This is an optimization exercise on Yosys and OpenROAD, whose aim is small area and a short achievable clock period, not a production implementation. The RTL was checked by simulation tests, not by an equivalence proof against the original design.

==> exp/willow: inputs <==
## CoreLeon
module CoreLeon (
  input rst,
  input clk,
  output error,
  output end_prog,
  input  InstrWait,
  output InstrValid,
  output InstrStall,
  output [31:0] InstrAddr,
  input  [31:0] InstrData,
  input  [31:0] mem_in,
  output [31:0] mem_out,
  output [31:0] mem_address,
  output [ 3:0] mem_mask,
  output        mem_read,
  output        mem_write,
  output        memStall,
  input         memWait,
  input [15:0]  dbg_address,
  input [31:0]  dbg_indata,
  output [31:0] dbg_outdata,
  input dbg_rd,
  input dbg_wr,
  input dbg_isvalid,
  output dbg_ready,
  input  dbg_haltreq,
  input  dbg_resumereq,
  output dbg_halted
);
Settings: LEC_CHECK=0, CAP_MARGIN=20, CORE_MARGIN=2, CORE_UTILIZATION=40, SETUP_SLACK_MARGIN=5, SLEW_MARGIN=20, SYNTH_HIERARCHICAL=1; clock period 13.0 ns.
standard.sh (not shown) runs the stock make flow with config.mk's settings and CLKGATE_MAP_FILE= SYNTH_SCRIPT=/design/flow/synth_recipe.tcl, a recipe that flattens the netlist after the stock synthesis.
==> flow/flow/run.sh <==
#!/bin/bash
set -euo pipefail
bash standard.sh SETUP_SLACK_MARGIN=6.2 "BUFFER_PORTS_ARGS=-buffer_cell sky130_fd_sc_hd__buf_2" finish > standard_flow.log 2>&1
==> exp/yarrow (differences from exp/willow) <==
--- a/flow/design.v
+++ b/flow/design.v
@@ -45,74 +45,53 @@
     endcase
 endmodule
 module registros (
   input clk,
   input rst,
   input wr_ena,
   input [4:0] readReg1,
-  input [4:0] dbgReg,
-  input dbgValid,
-  input [3:0] dbgHi,
   input [4:0] readReg2,
   output [31:0] reg1,
   output [31:0] reg2,
   input [4:0] wr_reg,
   input [31:0] wr_data
 );
   wire [31:0] R [1:31];
-  wire [31:0] sel1;
-  wire [31:1] sel2;
+  wire [30:0] sel1, sel2;
   wire [31:0] wd_r = rst ? 32'b0 : wr_data;
-  wire useDbg = dbgValid & (dbgHi == 4'h1);
-  assign sel1[0] = wr_ena & (useDbg ? (wr_reg == dbgReg) : (wr_reg == readReg1));
   genvar g, b;
   generate for (g = 1; g < 32; g = g + 1) begin : rf
     reg [31:0] q;
-    wire wr = wr_ena && wr_reg == g;
     always @(posedge clk)
-      if (rst || wr) q <= wd_r;
+      if (rst || (wr_ena && wr_reg == g)) q <= wd_r;
     assign R[g] = q;
-    rf_sel s1 (.a(dbgReg == g), .b(readReg1 == g), .aValid(dbgValid), .aHi(dbgHi), .off(wr), .s(sel1[g]));
-    assign sel2[g] = (readReg2 == g);
+    assign sel1[g-1] = (readReg1 == g);
+    assign sel2[g-1] = (readReg2 == g);
   end endgenerate
+  wire [31:0] m1, m2;
   generate for (b = 0; b < 32; b = b + 1) begin : rd
-    wire [31:0] col;
-    assign col[0] = wr_data[b];
+    wire [30:0] col;
     for (g = 1; g < 32; g = g + 1) begin : c
-      assign col[g] = R[g][b];
+      assign col[g-1] = R[g][b];
     end
-    rf_rdbit p1 (.d(col), .s(sel1), .o(reg1[b]));
-    rf_rdbit2 p2 (.d(col[31:1]), .s(sel2), .o(reg2[b]));
+    rf_rdbit p1 (.d(col), .s(sel1), .o(m1[b]));
+    rf_rdbit p2 (.d(col), .s(sel2), .o(m2[b]));
   end endgenerate
+  wire byp1 = wr_ena && (wr_reg == readReg1);
+  wire byp2 = wr_ena && (wr_reg == readReg2);
+  assign reg1 = byp1 ? wr_data : m1;
+  assign reg2 = byp2 ? wr_data : m2;
 endmodule
 module rf_rdbit (
-  input [31:0] d,
-  input [31:0] s,
+  input [30:0] d,
+  input [30:0] s,
   output o
 );
   assign o = |(d & s);
 endmodule
-module rf_rdbit2 (
-  input [31:1] d,
-  input [31:1] s,
-  output o
-);
-  assign o = |(d & s);
-endmodule
-module rf_sel (
-  input a,
-  input b,
-  input aValid,
-  input [3:0] aHi,
-  input off,
-  output s
-);
-  wire useA = aValid & (aHi == 4'h1);
-  assign s = ~off & (useA ? a : b);
-endmodule
 module StoretoMEM ( 
   input [1:0] addr_LSB,  
   input [31:0] data,  
   input memWrite,  
   input [1:0] data_width,  
   output [31:0] wr_datatoMem,
   output [3:0] mask_data
@@ -283,35 +262,32 @@
     end else if (D_isCSR) begin
       D_rs2Read = 1'b1;
     end
   end
   wire [2:0] D_fun = D_ALUFun ? D_funct3 : 3'b0;
   wire D_sub = D_isBRANCH |
                (~D_isJALR & ((D_fun == 3'd2) | (D_fun == 3'd3) | ((D_fun == 3'd0) & D_funQual)));
-  wire [31:0] D_rs1Data, E_rfrs2, Wb_rdData;
+  wire [4:0] D_selrs1 = dbg_sel_REG ? dbg_address[4:0] : D_rs1;
+  wire [31:0] D_rs1Data, D_rs2Data, Wb_rdData;
   wire [4:0] Wb_rd;
   wire Wb_RegWrite;
   registros reg32(
     .clk(clk), .rst(rst),
     .wr_ena(Wb_RegWrite),
-    .readReg1(D_rs1), .dbgReg(dbg_address[4:0]), .dbgValid(dbg_isvalid_q), .dbgHi(dbg_address[15:12]),
-    .readReg2(DE_rs2),
-    .reg1(D_rs1Data), .reg2(E_rfrs2),
+    .readReg1(D_selrs1), .readReg2(D_rs2),
+    .reg1(D_rs1Data), .reg2(D_rs2Data),
     .wr_reg(Wb_rd), .wr_data(Wb_rdData));
   wire D_rs1_eq_DE_rd = (D_rs1 == DE_rd);
   wire D_rs2_eq_DE_rd = (D_rs2 == DE_rd);
   wire D_E_M_fwd_rs1 = DE_RegWrite && D_rs1_eq_DE_rd;
   wire D_E_M_fwd_rs2 = DE_RegWrite && D_rs2_eq_DE_rd;
   wire D_E_W_fwd_rs1 = EM_RegWrite && (D_rs1 == EM_rd);
   wire D_E_W_fwd_rs2 = EM_RegWrite && (D_rs2 == EM_rd);
-  wire [31:0] D_target = (D_isLUI ? 32'b0 : FD_pc) + D_imm;
-  wire [11:0] D_imm12 = D_imm[11:0];
-  reg [31:0] DE_rs1Data, DE_target;
-  reg [4:0] DE_rs2;
-  reg [11:0] DE_imm;
+  wire [31:0] D_target = FD_pc + D_imm;
+  reg [31:0] DE_rs1Data, DE_rs2Data, DE_imm, DE_target;
   reg [4:0] DE_rd;
   reg [2:0] DE_funct3, DE_fun;
   reg DE_nop, DE_MemWrite, DE_RegWrite, DE_MemRead,
       DE_ALUSrc2, DE_isJALR, DE_Jump, DE_isBRANCH, DE_isEBREAK,
       DE_isCSR, DE_error, DE_LUI, DE_AUIPC, DE_funQual, DE_sub,
       DE_M_fwd_rs1, DE_M_fwd_rs2, DE_W_fwd_rs1, DE_W_fwd_rs2;
   wire DE_kill = Flush_E | FD_nop;
@@ -327,16 +303,16 @@
       DE_isCSR    <= 1'b0;
       DE_isEBREAK <= 1'b0;
       DE_error    <= 1'b0;
       DE_AUIPC    <= 1'b0;
       DE_LUI      <= 1'b0;
     end else if (!Stall_E) begin
       DE_rs1Data <= D_rs1Data;
-      DE_rs2     <= D_rs2;
-      DE_imm     <= D_imm12;
+      DE_rs2Data <= D_rs2Data;
+      DE_imm     <= D_imm;
       DE_target  <= D_target;
       DE_rd      <= D_rd;
       DE_funct3  <= D_funct3;
       DE_fun     <= D_fun;
       DE_funQual <= D_funQual;
       DE_sub     <= D_sub;
       DE_ALUSrc2 <= D_ALUSrc2;
@@ -357,16 +333,16 @@
       DE_AUIPC    <= ~DE_kill & D_isAUIPC;
       DE_LUI      <= ~DE_kill & D_isLUI;
     end
   end
   wire [31:0] E_rs1Data = DE_M_fwd_rs1 ? EM_resultado :
                           DE_W_fwd_rs1 ? Wb_rdData    : DE_rs1Data;
   wire [31:0] E_rs2Data = DE_M_fwd_rs2 ? EM_resultado :
-                          DE_W_fwd_rs2 ? Wb_rdData    : E_rfrs2;
-  wire [31:0] E_ALUin2 = DE_ALUSrc2 ? {{20{DE_imm[11]}}, DE_imm} : E_rs2Data;
+                          DE_W_fwd_rs2 ? Wb_rdData    : DE_rs2Data;
+  wire [31:0] E_ALUin2 = DE_ALUSrc2 ? DE_imm : E_rs2Data;
   wire [31:0] E_ADDERout, E_ALUout;
   wire E_TakeBranch;
   ALU alu(
     .ALUCtrl({DE_funQual, DE_fun}),
     .sub(DE_sub),
     .in1(E_rs1Data),
     .in2(E_ALUin2),
@@ -374,58 +350,52 @@
     .ADDERout(E_ADDERout),
     .branch(E_TakeBranch));
   wire [31:0] E_JumpAddr = DE_isJALR ? E_ADDERout : DE_target;
   wire E_JumpOrBranch = DE_Jump | (DE_isBRANCH & E_TakeBranch);
   assign end_prog = DE_isEBREAK;
   assign error = DE_error;
   reg [31:0] EM_resultado, EM_rs2Data;
-  reg [4:0] EM_csrsel;
+  reg [11:0] EM_csr;
   reg [4:0]  EM_rd;
   reg [2:0]  EM_funct3;
   reg EM_nop, EM_MemRead, EM_MemWrite, EM_RegWrite, EM_isCSR;
   wire EM_kill = Flush_M | DE_nop;
   always @(posedge clk) begin
     if (rst) begin
       EM_nop      <= 1'b1;
       EM_MemRead  <= 1'b0;
       EM_MemWrite <= 1'b0;
       EM_isCSR    <= 1'b0;
       EM_RegWrite <= 1'b0;
     end else if (!Stall_M) begin
       EM_resultado <= DE_Jump  ? FD_pc     :
-                      (DE_AUIPC | DE_LUI) ? DE_target :
+                      DE_AUIPC ? DE_target :
+                      DE_LUI   ? DE_imm    :
                                  E_ALUout;
       EM_rs2Data  <= E_rs2Data;
-      EM_csrsel   <= csr_dec(DE_imm);
+      EM_csr      <= DE_imm[11:0];
       EM_rd       <= DE_rd;
       EM_funct3   <= DE_funct3;
       EM_nop      <= EM_kill;
       EM_MemRead  <= ~EM_kill & DE_MemRead;
       EM_MemWrite <= ~EM_kill & DE_MemWrite;
       EM_isCSR    <= ~EM_kill & DE_isCSR;
       EM_RegWrite <= ~EM_kill & DE_RegWrite;
     end
   end
-  function [4:0] csr_dec;
-    input [11:0] a;
-    reg u, lo01, lo2;
-    begin
-      u    = (a[11:8] == 4'hC);
-      lo01 = (a[3:1] == 3'b000);
-      lo2  = (a[3:0] == 4'd2);
-      csr_dec = {(a[11:5] == 7'b0111101) & a[4] & (a[3:0] == 4'd0),
-                 u & a[7] & lo2, u & a[7] & lo01, u & ~a[7] & lo2, u & ~a[7] & lo01};
-    end
-  endfunction
-  wire [4:0] M_sel = dbg_sel_PIPCSR ? csr_dec(dbg_address[11:0]) : EM_csrsel;
-  wire M_selcycle    = M_sel[0];
-  wire M_selinstret  = M_sel[1];
-  wire M_selcycleh   = M_sel[2];
-  wire M_selinstreth = M_sel[3];
-  wire M_seldcsr     = M_sel[4];
+  wire [11:0] M_csr = dbg_sel_PIPCSR ? dbg_address[11:0] : EM_csr;
+  wire M_Ucsr   = (M_csr[11:8] == 4'hC);
+  wire M_Dbgcsr = (M_csr[11:5] == 7'b0111101);
+  wire M_lo01   = (M_csr[3:1] == 3'b000);
+  wire M_lo2    = (M_csr[3:0] == 4'd2);
+  wire M_selcycle    = M_Ucsr & ~M_csr[7] & M_lo01;
+  wire M_selcycleh   = M_Ucsr &  M_csr[7] & M_lo01;
+  wire M_selinstret  = M_Ucsr & ~M_csr[7] & M_lo2;
+  wire M_selinstreth = M_Ucsr &  M_csr[7] & M_lo2;
+  wire M_seldcsr     = M_Dbgcsr & M_csr[4] & (M_csr[3:0] == 4'd0);
   wire [31:0] M_CSRData = (M_selcycle    ? cycle[31:0]    : 32'b0) |
                           (M_selinstret  ? instret[31:0]  : 32'b0) |
                           (M_selcycleh   ? cycle[63:32]   : 32'b0) |
                           (M_selinstreth ? instret[63:32] : 32'b0) |
                           (M_seldcsr     ? dcsr           : 32'b0);
   wire [31:0] M_address = EM_resultado;
   StoretoMEM store (
@@ -516,16 +486,15 @@
     dbg_isvalid_q <= dbg_isvalid & dbg_mode;
   wire dbg_hi0 = (dbg_address[15:13] == 3'b000);
   wire dbg_sel_CSR = dbg_isvalid_q & dbg_hi0 & ~dbg_address[12];
   wire dbg_sel_REG = dbg_isvalid_q & dbg_hi0 &  dbg_address[12];
   wire dbg_sel_PIP = dbg_isvalid_q & (dbg_address[15:12] == 4'hC);
   wire dbg_sel_PIPCSR = dbg_sel_CSR | dbg_sel_PIP;
   wire wr_dcsr = dbg_wr & dbg_isvalid_q & ~dbg_sel_PIP & M_seldcsr;
-  assign dbg_outdata = ({32{dbg_hi0 & dbg_address[12]}} & D_rs1Data) |
-                       ({32{dbg_hi0 & ~dbg_address[12]}} & M_CSRData);
+  assign dbg_outdata = dbg_hi0 ? (dbg_address[12] ? D_rs1Data : M_CSRData) : 32'h0;
   assign dbg_ready   = dbg_isvalid_q;
   assign dbg_halted  = dbg_mode;
   always @(posedge clk) begin
     if (rst) begin
       dbg_step <= 1'b0; dbg_ebreakm <= 1'b1; dbg_cause <= 3'd0;
     end else begin
       if (wr_dcsr) begin
==> flow/run.sh (new file) <==
#!/bin/bash
# synth_recipe.tcl (not shown) runs the flow's synth.tcl, then flattens the netlist and writes it again
# the make line also repeats each setting of config.mk as NAME=value (left out here)
make -C /OpenROAD-flow-scripts/flow DESIGN_CONFIG=/design/flow/config.mk WORK_HOME=/design/flow/orfs CLKGATE_MAP_FILE= SYNTH_SCRIPT=/design/flow/synth_recipe.tcl finish
==> flow/config.mk (replaced) <==
export PLATFORM = sky130hd
export DESIGN_NAME = CoreLeon
export DESIGN_NICKNAME = CoreLeon
export VERILOG_FILES = /design/flow/design.v
export SDC_FILE = /design/flow/constraint.sdc
export NUM_CORES = 4
export LEC_CHECK = 0
export CAP_MARGIN = 20
export CORE_MARGIN = 2
export CORE_UTILIZATION = 40
export SETUP_SLACK_MARGIN = 0.5
export SLEW_MARGIN = 20
export SYNTH_HIERARCHICAL = 1
removed: flow/flow/run.sh
removed: flow/standard.sh
==> impl_metrics.tcl <==
set metrics [dict create \
    outcome "finished clean" \
    use_met3_pct 15.47 \
    clock-sinks 1431 \
    place_hpwl_mm 224.8 \
    n_antenna_cell 12 \
    vias 67330 \
    first_iter_violations 12090 \
    seq_cells 1431 \
    wl_met1_mm 124.0 \
    synth-edff-count 1242 \
]
the above is filed under exp/willow

==> impl_metrics.tcl <==
set metrics [dict create \
    synth-edff-count 1296 \
    first_iter_violations 10180 \
    p_int_uw 8271 \
    tightest_slew_ns 1.286 \
    outcome "finished clean" \
    finalMaxSlewViolations 0 \
    wl_met1_mm 117.5 \
    cp.depth 16 \
    vias 61430 \
    synth-simple-area-share_pct 11.71 \
    critPathCaptureType "primary output" \
    place_hpwl_mm 208.4 \
    dpl_cell_area_um2 82300 \
    clock-sinks 1485 \
    startpoint "dbg_address[14]" \
    layout_commonest_cell "edfxtp_1" \
]
the above is filed under exp/yarrow

port drivers added, routing unchanged:
In the flow no input, the clock included, has a driving cell. The finished layouts below were timed again as built, in two steps. Step 1: set_driving_cell puts a clkbuf_16 on clk and a buf_2 on each other input, an assumption about the parent block. Step 2 also shifts input and output timing later by t, the mid clock arrival at the registers, as if the neighbouring blocks saw the same clock. a / b / c = no drivers / after step 1 / after step 2; a / b = the first two.
run | t, ns | setup slack, ns | worst hold slack (ns) | worst register clock-pin slew, ns | worst slew at a driven data input, ns
exp/willow | 0.904 | 4.726 / 4.650 / 4.650 | 0.430 / 0.430 / 0.430 | 0.07 / 0.07 | 0.10
exp/yarrow | 0.910 | 1.427 / 1.404 / 1.404 | 0.423 / 0.423 / 0.423 | 0.07 / 0.07 | 0.12
After both steps setup and hold are still met in every run listed. The setup slack of exp/willow, which loses most, moves by -0.076 ns with the drivers and by -0.076 ns with both steps.
